Context: an optimization exercise on an open-source flow, tuned for small area and a short achievable clock period. The choices shown serve that exercise and are no tape-out recipe.
Only simulation tests tie the RTL to the original design; equivalence was not proved.
Power is estimated from default activity; no workload was simulated.

==> flow/design.v (outline; a module is shown in full before it is edited, if it fits) <==
// module incline_sat: 7 lines
// module cpa_ts: 91 lines
// module cpa_ic: 91 lines
// module cpa_prod: 168 lines
// module desiredDrive: 204 lines
// module desiredDrive_reg: 633 lines
module desiredDrive_reg(
    input clk, rst_n,
    input [11:0] avg_torque,
    input [4:0] cadence,
    input not_pedaling,
    input [12:0] incline,
    input [2:0] scale,
    output logic [11:0] target_curr
);
  // ...
==> flow/flow/run.sh <==
#!/bin/bash
# Layout flow: the standard flow (standard.sh), with these changes:
#  - synthesis: Yosys's generic "synth -run fine:" step skips its early ABC
#    pass (-noabc), so that extract_fa sees the RTL's full adders as written
#    (without the input/output inversions that pass puts around them), and
#    extract_fa leaves the carry-propagate adders (instances u_cpa_*) and the
#    whole input stage (instance iDD) to the
#    final ABC mapping instead of building them from adder cells; the rest of
#    synthesis (dfflibmap, the final ABC mapping, flatten, renaming) is as in
#    the standard flow's synthesis;
#  - the port buffers are PORT_BUF cells;
#  - ORFS's timing repair aims for SETUP_MARGIN ns of setup slack.
# The SDC, the clock period and every other step are the standard flow's.
set -euo pipefail
HERE=$(pwd)
SETUP_MARGIN=8.0
PORT_BUF=sky130_fd_sc_hd__buf_1
# ORFS's synth.tcl with the changes
sed -e 's/synth -top \$::env(DESIGN_NAME) -run fine: {\*}\$synth_full_args/synth -top $::env(DESIGN_NAME) -run fine: -noabc {*}$synth_full_args/' \
    -e 's/extract_fa {\*}\[dont_use_extract_fa_args\]/extract_fa {*}[dont_use_extract_fa_args] c:* c:*u_cpa_* %d c:iDD.* %d/' \
    "$FLOW_HOME/scripts/synth.tcl" > "$HERE/synth_changed.tcl"
grep -q -F -- '-run fine: -noabc' "$HERE/synth_changed.tcl"
grep -q -F -- 'extract_fa {*}[dont_use_extract_fa_args] c:* c:*u_cpa_* %d c:iDD.* %d' "$HERE/synth_changed.tcl"
# The standard flow's synthesis wrapper, sourcing the changed synth.tcl
sed "s#source \$::env(SCRIPTS_DIR)/synth.tcl#source $HERE/synth_changed.tcl#" synth_recipe.tcl > "$HERE/flow_synth.tcl"
grep -q -F "source $HERE/synth_changed.tcl" "$HERE/flow_synth.tcl"
# The standard.sh, pointed at that wrapper
sed "s#SYNTH_SCRIPT=[^ ]*#SYNTH_SCRIPT=$HERE/flow_synth.tcl#" standard.sh > "$HERE/flow_standard.sh"
grep -q -F "SYNTH_SCRIPT=$HERE/flow_synth.tcl" "$HERE/flow_standard.sh"
bash "$HERE/flow_standard.sh" SETUP_SLACK_MARGIN=$SETUP_MARGIN \
    "BUFFER_PORTS_ARGS=-buffer_cell $PORT_BUF" finish > "$HERE/flow_make.log" 2>&1
==> flow/standard.sh <==
#!/bin/bash
# synth_recipe.tcl (not shown) runs the flow's synth.tcl, then flattens the netlist and writes it again
# the make line also repeats each setting of config.mk as NAME=value (left out here)
make -C /OpenROAD-flow-scripts/flow DESIGN_CONFIG=/design/flow/config.mk WORK_HOME=/design/flow/orfs CLKGATE_MAP_FILE= SYNTH_SCRIPT=/design/flow/synth_recipe.tcl "${@:-finish}"
==> flow/config.mk <==
export PLATFORM = sky130hd
export DESIGN_NAME = desiredDrive_reg
export DESIGN_NICKNAME = desiredDrive_reg
export VERILOG_FILES = /design/flow/design.v
export SDC_FILE = /design/flow/constraint.sdc
export NUM_CORES = 4
export LEC_CHECK = 0
export ABC_AREA = 1
export CAP_MARGIN = 20
export CORE_MARGIN = 2
export CORE_UTILIZATION = 40
export CTS_BUF_LIST = sky130_fd_sc_hd__clkbuf_4 sky130_fd_sc_hd__clkbuf_8
export SLEW_MARGIN = 20
export TNS_END_PERCENT = 5
==> flow/constraint.sdc <==
create_clock -name core_clock -period 13.0 [get_ports {clk}]
set_input_delay 2.6000 -clock core_clock [delete_from_list [all_inputs] [get_ports {clk}]]
set_output_delay 2.6000 -clock core_clock [all_outputs]
set_load 0.01 [all_outputs]
==> summary.txt, run 1 <==
CP peak stage delay: 0.33 ns
Initial DRC Count: 435
met2 routed WL: 11.8 mm
Top class by area: multi-input gates
Post-Route Utilization: 44.8%
grt met1 use: 25.3%
largest net degree at the start of global routing: 17
Hold Path Origin: valid
multi-input logic area: 8340 sq um
outcome: complete, no violations
FF-to-FF Start: ic_rn[14]
nets@finish: 1674
Final HPWL DP: 19.2 mm
Mapped Cells: 1386
first-pass GRT wire length: 41.8 mm
CLK BUF: 7
Combinational Power Share: 67.6%
clock latency (worst-skew pair): 0.32 ns
Worst setup SP type: primary input
NonClk Buf Share: 3.72%
largest area contributor in the netlist: fa_1
sw power: 0.549 mW
# H-tree levels: 2
synth cell count leaders: 316 x nand2_1, 298 x nor2_1, 167 x fa_1
number of buffers created by CTS: 5
==> run 2, diff against run 1 <==
--- a/flow/flow/run.sh
+++ b/flow/flow/run.sh
@@ -7,6 +7,7 @@
 #    whole input stage (instance iDD) to the
 #    final ABC mapping instead of building them from adder cells; the rest of
-#    synthesis (dfflibmap, the final ABC mapping, flatten, renaming) is as in
-#    the standard flow's synthesis;
+#    synthesis (dfflibmap, flatten, renaming) is as in the standard flow's synthesis, but
+#    the final ABC mapping runs flow/map.abc, a delay-oriented mapping without
+#    ABC's own buffering and sizing (OpenROAD's repair sizes the cells later);
 #  - the port buffers are PORT_BUF cells;
 #  - ORFS's timing repair aims for SETUP_MARGIN ns of setup slack.
@@ -19,7 +20,9 @@
 sed -e 's/synth -top \$::env(DESIGN_NAME) -run fine: {\*}\$synth_full_args/synth -top $::env(DESIGN_NAME) -run fine: -noabc {*}$synth_full_args/' \
     -e 's/extract_fa {\*}\[dont_use_extract_fa_args\]/extract_fa {*}[dont_use_extract_fa_args] c:* c:*u_cpa_* %d c:iDD.* %d/' \
+    -e "s#^  log_cmd abc {\*}\\\$abc_args\$#  log_cmd abc {*}[lreplace \$abc_args 1 1 $HERE/flow/map.abc]#" \
     "$FLOW_HOME/scripts/synth.tcl" > "$HERE/synth_changed.tcl"
 grep -q -F -- '-run fine: -noabc' "$HERE/synth_changed.tcl"
 grep -q -F -- 'extract_fa {*}[dont_use_extract_fa_args] c:* c:*u_cpa_* %d c:iDD.* %d' "$HERE/synth_changed.tcl"
+grep -q -F -- "log_cmd abc {*}[lreplace \$abc_args 1 1 $HERE/flow/map.abc]" "$HERE/synth_changed.tcl"
 # The standard flow's synthesis wrapper, sourcing the changed synth.tcl
 sed "s#source \$::env(SCRIPTS_DIR)/synth.tcl#source $HERE/synth_changed.tcl#" synth_recipe.tcl > "$HERE/flow_synth.tcl"
==> flow/flow/map.abc (new file) <==
strash
dch
map -B 0.9
topo
stime -c
--- a/flow/config.mk
+++ b/flow/config.mk
@@ -6,5 +6,4 @@
 export NUM_CORES = 4
 export LEC_CHECK = 0
-export ABC_AREA = 1
 export CAP_MARGIN = 20
 export CORE_MARGIN = 2
==> run 2 against run 1 <==
Net effect:
- first-iteration DRC count is 5.5% higher
- via count is 0.30% lower
- worst hold slack better by 0.021 ns
- global-route usage is 0.97 points higher
- register-to-register slack hardly changed
- clock power is 21% lower
- combinational power hardly changed
- die area is 4.2% lower
- sequential share of layout area is 0.059 points higher
- flip-flop and latch count stayed put
- critical path depth is 1 higher
- largest power group unchanged
- maximum frequency is 0.63% lower
==> summary.txt, run 2 <==
outcome: complete, no violations
Clock transition at path regs: 0.09 ns
antenna diode count: 0
first-pass GRT wire length: 40.8 mm (-2.2%)
# H-tree levels: 2 (unchanged)
worst min-delay path class: flip-flop to flip-flop
GP Congestion: 0.810
initial antenna violation count: 0
clock sink count: 44
Initial DRC Count: 459 (+5.5%)
GR Overflow Total: 0
drt via density: 4.97
syn_nets: 1594
number of synthesized flops with an enable pin: 0
CTS tree: done
number of buffers created by CTS: 5 (unchanged)
hold depth: 2
Root Driver: clkbuf_8
dpl cell area: 10200 sq um
Buffers on Ports: 47
worst vdd ir: 0.0435 mV
Crit Path Max Fanout: 13
most frequent cells in the layout: 314 x nand2_1, 292 x nor2_1, 166 x clkinv_1
Seq/Total Area, Yosys: 9.94%
critical path endpoint category: flip-flop
WHS Endpoint: sat_r
FF-to-FF Start: ic_rn[13]
Die X: 159 um
hold_ws: 0.722 ns
fin area: 10900 sq um
synth cell count leaders: 345 x nand2_1, 301 x nor2_1, 171 x clkinv_1
# fillers: 2397
largest area contributor in the netlist: fa_1
total wire length: 24.3 mm
Main synth FF type: dfxtp_1
synth-to-layout area growth: 13.6%
Clock Skews: 0.00842 ns
vias in the first global route: 8507
Synth async-reset ratio: 31.8%
WL/cell: 13.9 um
Mapped Cells: 1341 (-3.2%)
commonest non-fill, non-tap cell in the layout: nand2_1
final hold violations: 0
Residual DRC: 0
clock latency (worst-skew pair): 0.32 ns (about the same)
P_leak: 5.63 nW
worst reg-to-reg setup slack: 8.24 ns
Worst setup SP type: primary input
Final HPWL DP: 19.3 mm (+0.34%)
Core Region: 23500 sq um
routed vias: 8692
drt first pass iters: 5
Die Height: 159 um
Fin Setup TNS: 0 ns
clk buf depth: 2
largest cells by area after synthesis: fa_1 35%, nand2_1 14%, nor2_1 12%, clkinv_1 6.7%, ha_1 6.5%
largest net degree at the start of global routing: 17 (unchanged)
Netlist Area Pre-Place: 9570 sq um
Tmin final: 4.84 ns
post-synth top area share: 35.0%
YS warnings: 1
gr usage total: 20.5%
hold buffers post-CTS: 0
Post-Route Utilization: 46.3% (+1.5 points)
register bit total from synthesis: 44
FMAX: 207 MHz
most common cell in the netlist: nand2_1
Initial Util: 40.8%
nets@finish: 1682 (+0.48%)
Final ANT Viol Nets: 0
biggest regs: ic_rn x15, ts_rn x15, curr_r x12
Slew Limit Fails: 0
Setup-failing EPs final: 0
area of the die: 25200 sq um
Worst EP arrival: 5.05 ns
Max transition margin: 49.4%
worst r2r dst: curr_r[11]
unrepaired setup endpoints after global routing: yes
R2R depth: 18
placement row count: 56
Top Ports: 48
CP required: 13.22 ns
pwr dens: 97.6 nW/um^2
Worst Max-Slew Pin Slew: 0.759 ns
max-cap check violation count: 0
fraction of layout cells with a size suffix above 1: 11.5%
syn avg cell area: 7.13 sq um
synth unique cells: 31
critical setup path kind: primary input to flip-flop
Tcrit/Tclk final: 37.2%
Hold Path Origin: valid
==> run 2: changes by cell type in the layout (fill, tap and decap cells not counted), moves of 8 or more <==
cell,previous run,this run
clkinv_1,1,166
nand2_2,38,30
nand2_1,305,314
buf_4,29,37
o21ai_1,8,0
inv_1,164,0
==> run 2: power by group <==
group,switching [mW],internal (mW)
Clock,0.0512,0.0432
Combinational,0.432,0.295
Sequential,0.0716,0.167
Total,0.555,0.505
==> run 2: final cells by class <==
class | count | area (sq um) | share of cell area, %
Multi-Input combinational cell | 1126 | 8250 | 75.9
Clock buffer | 6 | 82.6 | 0.760
Tap cell | 319 | 399 | 3.67
Inverter | 171 | 642 | 5.91
Timing Repair Buffer | 81 | 472 | 4.34
Clock inverter | 2 | 13.8 | 0.127
Sequential cell | 44 | 1000 | 9.25
==> run 2: repair_timing <==
action | 4_1_cts | 5_1_grt
hold endpoints to repair | 0 | 0
setup buffers | 0 | 28
setup endpoints to repair | 16 | 18
resized for setup | 21 | 110
pin swaps | 0 | 19
==> run 2: worst max path at each step <==
stage | startpoint | endpoint | slack, ns | depth (start not counted)
after floorplan | cadence[4] | ic_rn[12] | 8.01 | 19
after global placement | cadence[4] | ic_rn[13] | 7.45 | 24
after detailed placement | cadence[4] | ic_rn[13] | 7.36 | 24
after CTS | cadence[4] | ic_rn[13] | 7.98 | 25
after global routing | incline[3] | ic_rn[13] | 7.98 | 25
final | cadence[1] | ic_rn[12] | 8.16 | 21
==> run 2: through the flow <==
step / cells / setup slack (ns) / total power [mW]
after floorplan: 1341 / 8.01 / 0.719
after global placement: 1713 / 7.45 / 0.882
after detailed placement: 1713 / 7.36 / 0.898
after CTS: 1721 / 7.98 / 0.998
after global routing: 1749 / 7.98 / 1.18
final: 1749 / 8.16 / 1.06
==> run 2: critical path, stage by stage <==
cell and delay, ns:
buf_4 0.17, nand2_2 0.09, clkinv_1 0.06, ha_1 0.19
clkinv_1 0.04, nand2_1 0.06, ha_1 0.19, nand3b_1 0.25
ha_4 0.35, xor2_4 0.16, clkinv_1 0.08, nand2_1 0.07
nand2_2 0.07, nand2_2 0.07, nor2_1 0.04, nor2_1 0.12
nand2_2 0.09, nand2_2 0.08, nand2_1 0.07, o21ai_2 0.13
clkinv_1 0.06
==> run 2: logic make-up (layout without fill, tap and decap cells) <==
group / Yosys count / count (layout) / synth area share, %
simple gates: 759 / 759 / 31.8
fa+ha+maj: 217 / 217 / 41.5
buf+inv: 171 / 260 / 6.71
compound gates: 109 / 109 / 6.36
flops: 44 / 44 / 9.94
xor+xnor: 40 / 40 / 3.66
other cells: 1 / 1 / 0.0392
==> run 2: metal layers <==
metal | global-route usage [%] | part of all wire [%]
met1 | 27.2 | 46
met2 | 35.9 | 49
met5 | 0 | 0
met4 | 4.85 | 1.7
met3 | 2.07 | 3.0
==> run 3, diff against run 2 <==
--- a/flow/flow/run.sh
+++ b/flow/flow/run.sh
@@ -15,5 +15,5 @@
 set -euo pipefail
 HERE=$(pwd)
-SETUP_MARGIN=8.0
+SETUP_MARGIN=8.4
 PORT_BUF=sky130_fd_sc_hd__buf_1
 # ORFS's synth.tcl with the changes
==> run 3 against run 2 <==
Net effect:
- synthesized cell count is the same
- final cell count increased by 0.46%
- clock skew increased by 0.0039 ns
- global-route usage increased by 0.58 points
- first-iteration DRC count increased by 8.7%
- sequential share of layout area is 0.22 points lower
- non-clock buffer count increased by 8
- utilization is 1.2 points higher
- synthesized area unchanged
- critical path depth increased by 3
- critical path type unchanged
==> summary.txt, run 3 <==
outcome: complete, no violations
Mapped Cells: 1341 (unchanged)
fraction of power consumed by the clock network: 8.3% (-0.6 points)
critical path endpoint category: flip-flop
Initial Util: 40.8% (unchanged)
hold buffers post-CTS: 0 (unchanged)
Crit-path slowest cell: ha_1
biggest regs: ic_rn x15, ts_rn x15, curr_r x12
Main synth FF type: dfxtp_1
dpl ws: 7.41 ns (+0.0417 ns)
worst min-delay path class: flip-flop to flip-flop
worst r2r dst: curr_r[11]
CTS tree: done
vias in the first global route: 8698 (+2.2%)
fraction of layout cells with a size suffix above 1: 14.1% (+2.6 points)
Die X: 159 um (unchanged)
Synth async-reset ratio: 31.8% (unchanged)
Die Height: 159 um (unchanged)
Seq pwr share: 21.7% (-0.8 points)
Residual DRC: 0 (unchanged)
max-cap check violation count: 0 (unchanged)
clock sink count: 44 (unchanged)
Root Driver: clkbuf_8
placement row count: 56 (unchanged)
number of buffers created by CTS: 5 (unchanged)
Worst setup SP type: primary input
Final ANT Viol Nets: 0 (unchanged)
Tmin final: 4.73 ns (-0.108 ns)
Combinational Power Share: 70.0% (+1.4 points)
syn_nets: 1594 (unchanged)
unrepaired setup endpoints after global routing: yes
post-synth top area share: 35.0% (unchanged)
Worst Max-Slew Pin Slew: 0.797 ns (+0.0380 ns)
worst-path cell chain: buf_6 -> nand2_2 -> clkinv_1 -> ha_1 -> clkinv_1 -> nand2_1 -> ha_1 -> nand3b_1 -> ha_1 -> clkinv_1 -> nand2_1 -> nand2_2 -> clkinv_1 -> nand3_1 -> nand2_2 -> nand2_1 -> nor2_2 -> nand2_2 -> nand2_2 -> nand2_2 -> nand2_1 -> nand2_1 -> nand3_1 -> nand2_1
number of synthesized flops with an enable pin: 0 (unchanged)
routed vias: 8645 (-0.54%)
Core Region: 23500 sq um (unchanged)
largest cells by area after synthesis: fa_1 35%, nand2_1 14%, nor2_1 12%, clkinv_1 6.7%, ha_1 6.5%
total wire length: 24.5 mm (+1.0%)
Critical Path Source: cadence[1]
Seq/Total Area, Yosys: 9.94% (unchanged)
most common cell in the netlist: nand2_1
nets@finish: 1690 (+0.48%)
largest area contributor in the netlist: fa_1
final hold violations: 0 (unchanged)
clk buf depth: 2 (unchanged)
Slew Limit Fails: 0 (unchanged)
final worst slack: 8.27 ns (+0.108 ns)
# H-tree levels: 2 (unchanged)
GP Congestion: 0.834 (+3.0%)
Tcrit/Tclk final: 36.4% (-0.83 points)
Worst EP arrival: 4.93 ns (-0.12 ns)
Fin Setup TNS: 0 ns (unchanged)
Int Power: 0.507 mW (+0.35%)
Netlist Area Pre-Place: 9570 sq um (unchanged)
CP required: 13.21 ns (about the same)
WL/cell: 14.0 um (+0.57%)
most frequent cells in the layout: 306 x nand2_1, 291 x nor2_1, 165 x fa_1
YS warnings: 1 (unchanged)
switching share of power: 52.3% (about the same)
register bit total from synthesis: 44 (unchanged)
clock latency (worst-skew pair): 0.32 ns (about the same)
sw power: 0.557 mW (+0.33%)
syn avg cell area: 7.13 sq um (unchanged)
R2R depth: 18 (unchanged)
initial antenna violation count: 0 (unchanged)
synth cell count leaders: 345 x nand2_1, 301 x nor2_1, 171 x clkinv_1
CP peak stage delay: 0.33 ns (-0.02 ns)
Final HPWL DP: 19.1 mm (-1.0%)
worst reg-to-reg setup slack: 8.31 ns (+0.07 ns)
first-pass GRT wire length: 42.2 mm (+3.3%)
P_leak: 5.75 nW (+2.1%)
Setup-failing EPs final: 0 (unchanged)
Initial DRC Count: 499 (+8.7%)
drt via density: 4.92 (-0.99%)
GR Overflow Total: 0 (unchanged)
synth unique cells: 31 (unchanged)
commonest non-fill, non-tap cell in the layout: nand2_1
Setup crit end: ic_rn[13]
Top Ports: 48 (unchanged)
gr usage total: 21.1% (+0.58 points)
Crit Path Max Fanout: 13 (unchanged)
worst vdd ir: 0.0597 mV (+37%)
area of the die: 25200 sq um (unchanged)
Max transition margin: 46.9% (-2.5 points)
antenna diode count: 0 (unchanged)
Clock transition at path regs: 0.09 ns (about the same)
FF-to-FF Start: ic_rn[14]
FMAX: 212 MHz (+2.3%)
critical setup path kind: primary input to flip-flop
pwr dens: 95.5 nW/um^2 (-2.2%)
# fillers: 2321 (-3.2%)
Clock Skews: 0.0123 ns (+0.00391 ns)
largest net degree at the start of global routing: 17 (unchanged)
synth-to-layout area growth: 16.5%
drt first pass iters: 4 (-1)
Buffers on Ports: 47 (unchanged)
## run 3: cell counts after synthesis
No cell type changed its count.
## run 3: routing by layer
metal	share of wire, %	global-route usage [%]	vias up
li1	-	-	4354
met1	45	28.1	4113
met2	50	37.3	150
met3	3.2	1.96	28
met4	1.6	4.33	0
met5	0	0	-
## run 3: area by class of cell
cell class	instances	area, sq um	area share [%]
inverters	171	663	5.95
clock buffers	6	76.3	0.685
flip-flops and latches	44	1010	9.03
repair buffers	89	582	5.22
clock inverters	2	11.3	0.101
well taps	319	399	3.58
multi-input cells	1126	8400	75.4
## run 3: cells by family after synthesis
family / Yosys count / share of synthesized area (%)
XOR/XNOR: 40 / 3.66
buffers and inverters: 171 / 6.71
AND/OR/NAND/NOR: 759 / 31.8
flip-flops: 44 / 9.94
AO/OA/AOI/OAI: 109 / 6.36
adder cells (fa/ha/maj): 217 / 41.5
other: 1 / 0.0392
## run 3: worst min path at each step
stage	startpoint	end	slack (ns)	depth (start not counted)
finish	valid	sat_r	0.72	2
global route	valid	sat_r	0.76	2
CTS	valid	curr_r[8]	0.73	2
detailed placement	valid	curr_r[8]	0.73	2
global placement	valid	sat_r	0.72	2
floorplan	valid	sat_r	0.58	2
## run 3: power by group through the flow
stage                     combinational, mW  clock [mW]  sequential [mW]
after detailed placement              0.668           0            0.233
after global placement                0.656           0            0.232
after CTS                             0.719      0.0917            0.228
final                                 0.744      0.0885            0.231
after floorplan                       0.514           0            0.210
after global routing                  0.860      0.0974            0.235
## run 3: stage by stage
stage,hold slack (ns),instance area [sq um],utilization (%),power (mW),std cells
after global routing,0.762,11100,47.5,1.19,1757
after floorplan,0.584,9680,-,0.724,1341
after CTS,0.726,11000,46.7,1.04,1752
after detailed placement,0.725,10300,44.0,0.902,1715
after global placement,0.717,10300,44.0,0.888,1715
final,0.717,11100,47.5,1.06,1757
## run 3: worst max-delay path, delay by kind of cell
kind,cells,cell delay [ns]
buffers and inverters,5,0.36
AND/OR/NAND/NOR,16,1.28
adder cells (fa/ha/maj),3,0.70
## run 3: timing repair
item	4_1_cts	5_1_grt
gates resized for setup	119	40
endpoints found under the hold margin	0	0
endpoints found under the setup margin	25	29
pin swaps	30	30
buffers inserted	29	5
cloned	0	0
==> run 4, diff against run 3 <==
--- a/flow/flow/run.sh
+++ b/flow/flow/run.sh
@@ -15,5 +15,5 @@
 set -euo pipefail
 HERE=$(pwd)
-SETUP_MARGIN=8.4
+SETUP_MARGIN=7.6
 PORT_BUF=sky130_fd_sc_hd__buf_1
 # ORFS's synth.tcl with the changes
==> run 4 against run 3 <==
Net effect:
- cell area fell by 7.0%
- count of clock-buffer cells in the layout did not move
- critical path type unchanged
- utilization is 3.3 points lower
- highest routed layer unchanged
- critical endpoint unchanged
- largest power group unchanged
==> summary.txt, run 4 <==
Worst EP arrival: 5.25 ns (+0.32 ns)
synth cell count leaders: 345 x nand2_1, 301 x nor2_1, 171 x clkinv_1
CP required: 13.21 ns (about the same)
outcome: complete, no violations
Final HPWL DP: 19.1 mm (+0.12%)
hold buffers post-CTS: 0 (unchanged)
syn avg cell area: 7.13 sq um (unchanged)
number of buffers created by CTS: 5 (unchanged)
Crit-path slowest cell: ha_1
synth unique cells: 31 (unchanged)
met3 routed WL: 799 um (+0.63%)
critical path endpoint category: flip-flop
WL/cell: 13.7 um (-2.0%)
initial antenna violation count: 0 (unchanged)
register bit total from synthesis: 44 (unchanged)
max-cap check violation count: 0 (unchanged)
# H-tree levels: 2 (unchanged)
Netlist Area Pre-Place: 9570 sq um (unchanged)
worst vdd ir: 0.0483 mV (-19%)
syn_nets: 1594 (unchanged)
delay-heaviest family, CP: simple AND/OR/NAND/NOR gates
most common cell in the netlist: nand2_1
Initial Util: 40.8% (unchanged)
Seq/Total Area, Yosys: 9.94% (unchanged)
Initial DRC Count: 500 (+0.20%)
post-synth top area share: 35.0% (unchanged)
Die X: 159 um (unchanged)
Tcrit/Tclk final: 38.8% (+2.4 points)
final hold violations: 0 (unchanged)
routed vias: 8503 (-1.6%)
clk buf depth: 2 (unchanged)
CP dominant cell by count: nand2_1
Tot Pwr: 0.987 mW (-7.2%)
largest net degree at the start of global routing: 17 (unchanged)
vias in the first global route: 8589 (-1.3%)
drt first pass iters: 5 (+1)
number of synthesized flops with an enable pin: 0 (unchanged)
Max transition margin: 47.8% (+0.94 points)
Tmin final: 5.04 ns (+0.315 ns)
fraction of layout cells with a size suffix above 1: 4.28% (-9.8 points)
dpl ws: 7.39 ns (-0.0168 ns)
Setup-failing EPs final: 0 (unchanged)
Buffers on Ports: 47 (unchanged)
Worst Max-Slew Pin Slew: 0.783 ns (-0.0141 ns)
final worst slack: 7.96 ns (-0.315 ns)
biggest regs: ic_rn x15, ts_rn x15, curr_r x12
synth-to-layout area growth: 8.31%
worst min-delay path class: flip-flop to flip-flop
CTS tree: done
# fillers: 2452 (+5.6%)
clock sink count: 44 (unchanged)
Crit Path Max Fanout: 11 (-2)
CP peak stage delay: 0.31 ns (-0.02 ns)
pwr dens: 95.2 nW/um^2 (-0.23%)
largest area contributor in the netlist: fa_1
largest cells by area after synthesis: fa_1 35%, nand2_1 14%, nor2_1 12%, clkinv_1 6.7%, ha_1 6.5%
critical setup path kind: primary input to flip-flop
Top Metal Used: met4
Post-Route Utilization: 44.1% (-3.3 points)
first-pass GRT wire length: 40.9 mm (-3.1%)
most frequent cells in the layout: 343 x nand2_1, 301 x nor2_1, 171 x clkinv_1
FMAX: 198 MHz (-6.2%)
Top Ports: 48 (unchanged)
Residual DRC: 0 (unchanged)
Slew Limit Fails: 0 (unchanged)
drt via density: 4.94 (+0.41%)
Mapped Cells: 1341 (unchanged)
clock latency (worst-skew pair): 0.32 ns (about the same)
area of the die: 25200 sq um (unchanged)
YS warnings: 1 (unchanged)
Clock transition at path regs: 0.09 ns (about the same)
Core Region: 23500 sq um (unchanged)
GP Congestion: 0.839 (+0.59%)
total wire length: 23.6 mm (-4.0%)
commonest non-fill, non-tap cell in the layout: nand2_1
hold_ws: 0.699 ns (-0.0179 ns)
placement row count: 56 (unchanged)
unrepaired setup endpoints after global routing: yes
Die Height: 159 um (unchanged)
GR Overflow Total: 0 (unchanged)
nets@finish: 1654 (-2.1%)
P_leak: 5.44 nW (-5.4%)
Fin Setup TNS: 0 ns (unchanged)
antenna diode count: 0 (unchanged)
M1 wire length: 10.8 mm (-2.7%)
Main synth FF type: dfxtp_1
Clock Skews: 0.00800 ns (-0.00434 ns)
met2 routed WL: 11.6 mm (-4.9%)
CP Buf/Inv Count: 4 (-1)
gr usage total: 20.6% (-0.49 points)
Synth async-reset ratio: 31.8% (unchanged)
Root Driver: clkbuf_8
Final ANT Viol Nets: 0 (unchanged)
Worst setup SP type: primary input
## run 4: cell types whose count changed in the layout (fill, tap and decap cells not counted), moves of 7 or more
cell      change
nand2_2      -30
ha_4          -7
buf_4        -40
nor2_1       +10
clkinv_1     +13
nand2_1      +37
nor2_2        -7
buf_1         +7
dfxtp_2       -9
dfxtp_1      +14
ha_1         +10
## run 4: path summary, 6_finish.rpt
kind | start | to | slack (ns) | depth (start not counted)
worst max-delay path | cadence[4] | ic_rn[13] | 7.96 | 25
worst min-delay path | valid | sat_r | 0.70 | 2
worst max register to register | ts_rn[8] | curr_r[8] | 8.02 | 22
worst min register to register | valid | sat_r | 0.70 | 2
max in group asynchronous | rst_n | curr_r[7] | 10.19 | 1
min in group asynchronous | rst_n | curr_r[8] | 2.33 | 1
## run 4: cells by family after synthesis
group,after synthesis,synth area share [%]
adders and majority gates,217,41.5
other,1,0.0392
buffers and inverters,171,6.71
DFF,44,9.94
and+or+nand+nor,759,31.8
xor gates and xnor gates,40,3.66
AOI/OAI and AO/OA,109,6.36
## run 4: cell type report
type | instances | area [sq um] | share of cell area (%)
clock buffer | 6 | 82.6 | 0.797
clock inverter | 2 | 13.8 | 0.133
timing repair buffer | 53 | 234 | 2.26
inverter | 171 | 642 | 6.20
sequential | 44 | 976 | 9.42
tap | 319 | 399 | 3.85
multi-input combinational | 1126 | 8010 | 77.3
## run 4: stage by stage
stage | area, sq um | std cells
CTS | 10300 | 1721
global route | 10400 | 1721
floorplan | 9570 | 1341
detailed placement | 10200 | 1713
finish | 10400 | 1721
global placement | 10200 | 1713
## run 4: worst reg2reg max path, cell delays in order (launching register included)
cell	delay, ns
dfxtp_1	0.82
nor2_1	0.18
fa_1	0.57
fa_1	0.51
fa_1	0.40
fa_1	0.53
fa_1	0.42
nand2_1	0.10
clkinv_1	0.06
nor2_1	0.12
nand3_1	0.11
clkinv_1	0.07
nand2_1	0.04
nor2_1	0.10
nand2_1	0.06
nand2_1	0.20
nand2_1	0.08
nand2_1	0.11
nand2_1	0.06
nand2_1	0.09
nand2_1	0.07
a21oi_1	0.13
nor2_1	0.06
## run 4: repair_timing
action                     4_1_cts  5_1_grt
setup buffers                    0        0
resized for setup                0       32
hold endpoints to repair         0        0
setup endpoints to repair        0       16
## run 4: report_power, final
| group | leakage (nW) | internal (mW) | switching [mW] | total (mW) |
|---|---|---|---|---|
| combinational | 4.96 | 0.258 | 0.397 | 0.656 |
| clock | 0.0477 | 0.0431 | 0.0504 | 0.0935 |
| sequential | 0.435 | 0.164 | 0.0733 | 0.237 |
| total | 5.44 | 0.466 | 0.521 | 0.987 |
## run 4: layer usage
layer  vias up  track usage, %
met5         -               0
met4         0            4.85
met3        20            1.93
met2       150            36.2
met1      4035            27.3
li1       4298               -

[separate check: timing with driven ports]
How much do the figures lean on ideal ports? The routed layouts below were timed once more, with nothing changed but the port constraints. Step 1 sets driving cells, clkbuf_16 on the clock port and buf_2 on the other inputs (assumed; they add their load-dependent delay and slew). Step 2 also shifts input and output timing later by t, the mid clock arrival at the registers, as if the neighbouring blocks saw the same clock. a / b / c = no drivers / after step 1 / after step 2; a / b = the first two.
run | shift t [ns] | setup WS [ns] | worst setup path after step 2 | clock arrival spread, ns | pins driven straight from the clock port
run 1 | 0.352 | 8.195 / 8.206 / 7.854 | input to register | 0.012 / 0.012 | 1
run 2 | 0.356 | 8.165 / 8.183 / 7.826 | input to register | 0.009 / 0.009 | 1
run 3 | 0.357 | 8.273 / 8.270 / 7.912 | input to register | 0.014 / 0.013 | 1
run 4 | 0.358 | 7.958 / 7.975 / 7.617 | input to register | 0.009 / 0.010 | 1
After both steps setup and hold are still met in every run listed. For run 3, which loses most, drivers alone change the setup slack by -0.003 ns; drivers and shift together by -0.361 ns.
